Source: an optimization exercise on an open RTL-to-GDS flow (aim: small area, a short achievable clock period and few clock cycles). Production flows keep margins and buffers that such runs may drop.

==> flow/design.v <==
module HT_TOP(
    input clk,
    input rst_n,
    input in_valid,
    input [2:0] in_weight,
    input out_mode,
    output reg out_valid,
    output reg out_code
);
function [3:0] add3(input [2:0] a, input [2:0] b);
    reg [2:0] g, p; reg [3:0] c;
    begin
        g = a & b; p = a ^ b;
        c[0] = 1'b0;
        c[1] = g[0];
        c[2] = g[1] | (p[1] & g[0]);
        c[3] = g[2] | (p[2] & g[1]) | (p[2] & p[1] & g[0]);
        add3 = {c[3], p ^ c[2:0]};
    end
endfunction
function [5:0] add6(input [5:0] a, input [5:0] b);
    reg [5:0] g, p, c;
    begin
        g = a & b; p = a ^ b;
        c[0] = 1'b0;
        c[1] = g[0];
        c[2] = g[1] | (p[1] & g[0]);
        c[3] = g[2] | (p[2] & g[1]) | (p[2] & p[1] & g[0]);
        c[4] = g[3] | (p[3] & g[2]) | (p[3] & p[2] & g[1]) | (p[3] & p[2] & p[1] & g[0]);
        c[5] = g[4] | (p[4] & g[3]) | (p[4] & p[3] & g[2]) | (p[4] & p[3] & p[2] & g[1])
             | (p[4] & p[3] & p[2] & p[1] & g[0]);
        add6 = p ^ c;
    end
endfunction
function ge3(input [2:0] a, input [2:0] b);
    reg [2:0] gt, lt;
    begin
        gt = a & ~b; lt = ~a & b;
        ge3 = ~(lt[2] | (~gt[2] & (lt[1] | (~gt[1] & lt[0]))));
    end
endfunction
function ge6(input [5:0] a, input [5:0] b);
    reg [5:0] gt, lt;
    begin
        gt = a & ~b; lt = ~a & b;
        ge6 = ~(lt[5] | (~gt[5] & (lt[4] | (~gt[4] & (lt[3] | (~gt[3] &
              (lt[2] | (~gt[2] & (lt[1] | (~gt[1] & lt[0]))))))))));
    end
endfunction
reg       iv;               
reg       om;               
always @(posedge clk or negedge rst_n) begin
    if (!rst_n)
        iv <= 1'b0;
    else
        iv <= in_valid;
end
always @(posedge clk) begin
    om <= out_mode;
end
localparam IDLE = 2'd0, IN = 2'd1, MERGE = 2'd2, OUT = 2'd3;
reg [1:0] phase;
reg [2:0] cnt;
reg [2:0] cur;
reg       mode;
reg [5:0] w [0:7];
reg [4:0] m [0:7];
reg [5:0] Y;               
reg [6:0] cr [0:4];        
reg [4:0] rootbit;         
reg       rb;              
reg in_phase;               
wire [2:0] k = (phase == IN) ? cnt : 3'd0;    
wire md = (phase == IN) ? mode : om;
reg [4:0] leaf_m;
always @(*) begin
    leaf_m = 5'd0;
    if (!md) begin
        case (k)
            3'd4: leaf_m = 5'b00001;
            3'd5: leaf_m = 5'b00010;
            3'd6: leaf_m = 5'b00100;
            3'd7: leaf_m = 5'b01000;
            3'd3: leaf_m = 5'b10000;
            default: leaf_m = 5'd0;
        endcase
    end else begin
        case (k)
            3'd4: leaf_m = 5'b00001;
            3'd2: leaf_m = 5'b00010;
            3'd5: leaf_m = 5'b00100;
            3'd0: leaf_m = 5'b01000;
            3'd1: leaf_m = 5'b10000;
            default: leaf_m = 5'd0;
        endcase
    end
end
wire [9:0] st, c;
genvar g;
generate
    for (g = 0; g < 8; g = g + 1) begin : cmp
        assign c[g]  = ge6(w[g], Y);
        assign st[g] = (k > 7 - g) && c[g];
    end
endgenerate
assign st[9:8] = 2'b11;
assign c[9:8]  = 2'b11;
wire [5:0] nw = Y;
wire [4:0] nm = in_phase ? leaf_m : (m[0] | m[1]);
wire [5:0] wx [0:9];
wire [4:0] mx [0:9];
generate
    for (g = 0; g < 8; g = g + 1) begin : ext
        assign wx[g] = w[g];
        assign mx[g] = m[g];
    end
endgenerate
assign wx[8] = 6'h3f; assign wx[9] = 6'h3f;
assign mx[8] = 5'd0;  assign mx[9] = 5'd0;
wire [3:0] s_in_a = add3(Y[2:0], w[1][2:0]);
wire [3:0] s_in_b = add3(w[1][2:0], w[2][2:0]);
wire [5:0] s_m_a = add6(Y, w[2]);
wire [5:0] s_m_b = add6(w[2], w[3]);
wire [5:0] s_next = in_phase ? (st[2] ? {2'd0, s_in_a} : {2'd0, s_in_b})
                             : (c[3] ? s_m_a : s_m_b);
wire [7:0] selA, selB;
wire [10:0] dA [0:7];
wire [10:0] dB [0:7];
wire [10:0] dN = {nm, nw};
generate
    for (g = 0; g < 8; g = g + 1) begin : upd
        assign selA[g] = in_phase ? st[g] : (g > 0 ? c[g+1] : 1'b0);
        assign selB[g] = in_phase ? st[g+1] : c[g+2];
        assign dA[g] = in_phase ? {mx[g], wx[g]} : {mx[g+1], wx[g+1]};
        assign dB[g] = in_phase ? {mx[g+1], wx[g+1]} : {mx[g+2], wx[g+2]};
        wire [10:0] nxt = ({11{selA[g]}} & dA[g]) | ({11{~selA[g] & selB[g]}} & dN)
                        | ({11{~selB[g]}} & dB[g]);
        always @(posedge clk) begin
            w[g] <= nxt[5:0];
            m[g] <= nxt[10:6];
        end
    end
endgenerate
always @(posedge clk)
    Y <= ip_next ? {3'd0, in_weight} : s_next;
wire fuse = (phase == MERGE) && (cnt == 3'd5);
wire ip_next = !((phase == IN && cnt == 3'd7) || (phase == MERGE && !fuse));
integer j;
always @(posedge clk) begin
    for (j = 0; j < 5; j = j + 1) begin
        if (phase == IDLE || phase == IN)
            cr[j] <= 7'd1;
        else if (phase == MERGE) begin
            if (m[0][j] | m[1][j])
                cr[j] <= {cr[j][5:0], m[0][j]};
            if (fuse)
                rootbit[j] <= ~((m[0][j] | m[1][j]) ^ c[2]);
        end else if (cur == j && !rb)
            cr[j] <= {1'b0, cr[j][6:1]};
    end
end
wire [6:0] ccur = cr[cur];
wire cempty = (ccur == 7'd1);
wire last = (ccur[6:1] == 6'd1);
wire empty0 = (cr[0] == 7'd1) && !(m[0][0] | m[1][0]);
always @(posedge clk or negedge rst_n) begin
    if (!rst_n) begin
        phase <= IDLE;
        out_valid <= 1'b0;
        out_code <= 1'b0;
    end else begin
        case (phase)
            IDLE: begin
                out_valid <= 1'b0;
                if (iv) phase <= IN;
            end
            IN: begin
                if (cnt == 3'd7) phase <= MERGE;
            end
            MERGE: begin
                if (fuse) begin
                    phase <= OUT;
                    out_valid <= 1'b1;
                    out_code <= ~((m[0][0] | m[1][0]) ^ c[2]);
                end
            end
            OUT: begin
                out_code <= rb ? rootbit[cur] : ccur[0];
                if ((rb ? cempty : last) && cur == 3'd4) phase <= IDLE;
            end
        endcase
    end
end
always @(posedge clk or negedge rst_n) begin
    if (!rst_n)
        in_phase <= 1'b1;
    else
        in_phase <= ip_next;
end
always @(posedge clk) begin
    case (phase)
        IDLE: begin
            cnt <= 3'd1;
            mode <= om;
        end
        IN: cnt <= cnt + 3'd1;
        MERGE: begin
            cnt <= cnt + 3'd1;
            cur <= empty0 ? 3'd1 : 3'd0;
            rb <= empty0;
        end
        OUT: begin
            if (rb ? cempty : last) begin
                cur <= cur + 3'd1;
                rb <= 1'b1;
            end else
                rb <= 1'b0;
        end
    endcase
end
endmodule
==> flow/config.mk <==
export PLATFORM = sky130hd
export DESIGN_NAME = HT_TOP
export DESIGN_NICKNAME = HT_TOP
export VERILOG_FILES = /design/flow/design.v
export SDC_FILE = /design/flow/constraint.sdc
export NUM_CORES = 4
export LEC_CHECK = 0
export CAP_MARGIN = 20
export CORE_MARGIN = 2
export CORE_UTILIZATION = 40
export SETUP_SLACK_MARGIN = 3.6
export SLEW_MARGIN = 20
==> flow/constraint.sdc <==
create_clock -name core_clock -period 6.0 [get_ports {clk}]
set_input_delay 1.2000 -clock core_clock [delete_from_list [all_inputs] [get_ports {clk}]]
set_output_delay 1.2000 -clock core_clock [all_outputs]
set_load 0.01 [all_outputs]
run.sh (not shown) runs the stock make flow with config.mk's settings and CLKGATE_MAP_FILE= SYNTH_SCRIPT=/design/flow/synth_recipe.tcl, a recipe that flattens the netlist after the stock synthesis.
Next try:
--- a/flow/design.v
+++ b/flow/design.v
@@ -45,30 +45,32 @@
         gt = a & ~b; lt = ~a & b;
         ge6 = ~(lt[5] | (~gt[5] & (lt[4] | (~gt[4] & (lt[3] | (~gt[3] &
               (lt[2] | (~gt[2] & (lt[1] | (~gt[1] & lt[0]))))))))));
     end
 endfunction
 reg       iv;               
+reg [2:0] iw;               
 reg       om;               
 always @(posedge clk or negedge rst_n) begin
     if (!rst_n)
         iv <= 1'b0;
     else
         iv <= in_valid;
 end
 always @(posedge clk) begin
+    iw <= in_weight;
     om <= out_mode;
 end
 localparam IDLE = 2'd0, IN = 2'd1, MERGE = 2'd2, OUT = 2'd3;
 reg [1:0] phase;
 reg [2:0] cnt;
 reg [2:0] cur;
 reg       mode;
 reg [5:0] w [0:7];
 reg [4:0] m [0:7];
-reg [5:0] Y;               
+reg [5:0] S;               
 reg [6:0] cr [0:4];        
 reg [4:0] rootbit;         
 reg       rb;              
 reg in_phase;               
 wire [2:0] k = (phase == IN) ? cnt : 3'd0;    
 wire md = (phase == IN) ? mode : om;
@@ -92,40 +94,39 @@
             3'd0: leaf_m = 5'b01000;
             3'd1: leaf_m = 5'b10000;
             default: leaf_m = 5'd0;
         endcase
     end
 end
+wire [5:0] x = {3'd0, iw};
 wire [9:0] st, c;
 genvar g;
 generate
     for (g = 0; g < 8; g = g + 1) begin : cmp
-        assign c[g]  = ge6(w[g], Y);
-        assign st[g] = (k > 7 - g) && c[g];
+        assign st[g] = (k > 7 - g) && ge3(w[g][2:0], iw);
+        assign c[g]  = ge6(w[g], S);
     end
 endgenerate
 assign st[9:8] = 2'b11;
 assign c[9:8]  = 2'b11;
-wire [5:0] nw = Y;
+wire [5:0] nw = in_phase ? x : S;
 wire [4:0] nm = in_phase ? leaf_m : (m[0] | m[1]);
 wire [5:0] wx [0:9];
 wire [4:0] mx [0:9];
 generate
     for (g = 0; g < 8; g = g + 1) begin : ext
         assign wx[g] = w[g];
         assign mx[g] = m[g];
     end
 endgenerate
 assign wx[8] = 6'h3f; assign wx[9] = 6'h3f;
 assign mx[8] = 5'd0;  assign mx[9] = 5'd0;
-wire [3:0] s_in_a = add3(Y[2:0], w[1][2:0]);
+wire [3:0] s_in_a = add3(iw, w[1][2:0]);
 wire [3:0] s_in_b = add3(w[1][2:0], w[2][2:0]);
-wire [5:0] s_m_a = add6(Y, w[2]);
+wire [5:0] s_m_a = add6(S, w[2]);
 wire [5:0] s_m_b = add6(w[2], w[3]);
-wire [5:0] s_next = in_phase ? (st[2] ? {2'd0, s_in_a} : {2'd0, s_in_b})
-                             : (c[3] ? s_m_a : s_m_b);
 wire [7:0] selA, selB;
 wire [10:0] dA [0:7];
 wire [10:0] dB [0:7];
 wire [10:0] dN = {nm, nw};
 generate
     for (g = 0; g < 8; g = g + 1) begin : upd
@@ -138,16 +139,19 @@
         always @(posedge clk) begin
             w[g] <= nxt[5:0];
             m[g] <= nxt[10:6];
         end
     end
 endgenerate
-always @(posedge clk)
-    Y <= ip_next ? {3'd0, in_weight} : s_next;
+always @(posedge clk) begin
+    if (in_phase)
+        S <= st[2] ? {2'd0, s_in_a} : {2'd0, s_in_b};
+    else
+        S <= c[3] ? s_m_a : s_m_b;
+end
 wire fuse = (phase == MERGE) && (cnt == 3'd5);
-wire ip_next = !((phase == IN && cnt == 3'd7) || (phase == MERGE && !fuse));
 integer j;
 always @(posedge clk) begin
     for (j = 0; j < 5; j = j + 1) begin
         if (phase == IDLE || phase == IN)
             cr[j] <= 7'd1;
         else if (phase == MERGE) begin
@@ -192,13 +196,13 @@
     end
 end
 always @(posedge clk or negedge rst_n) begin
     if (!rst_n)
         in_phase <= 1'b1;
     else
-        in_phase <= ip_next;
+        in_phase <= !((phase == IN && cnt == 3'd7) || (phase == MERGE && !fuse));
 end
 always @(posedge clk) begin
     case (phase)
         IDLE: begin
             cnt <= 3'd1;
             mode <= om;
After rerunning: Via count is higher by a few percent. Count of clock-buffer cells in the layout went down by 2. Sequential cell count stays the same. Register-to-register slack is better by 0.23 ns. Die area is higher by a few percent. Design area came out higher by a few percent. Worst setup slack gets better by 0.23 ns.
Function was not checked in any run of this note: the RTL went through the layout flow alone.

[separate check: timing with driven ports]
In the flow no input, the clock included, has a driving cell. The finished layouts below were timed again as built, in two steps.
Step 1 assumes that a clkbuf_16 drives the clock port and a buf_2 every other input.
Step 2, shift: input delay + t, output delay - t, t = (earliest + latest rising clock arrival at the registers) / 2. This alone moves slack from input paths to output paths.
Three values: ideal ports, drivers, drivers and shift; two values: the first two.
run	shift t [ns]	setup WS [ns]	worst data-port slew with drivers (ns)
the first run	0.462	3.422 / 3.422 / 3.422	0.05
the second run	0.475	3.649 / 3.633 / 3.649	0.05
After both steps setup and hold are still met in every run listed.
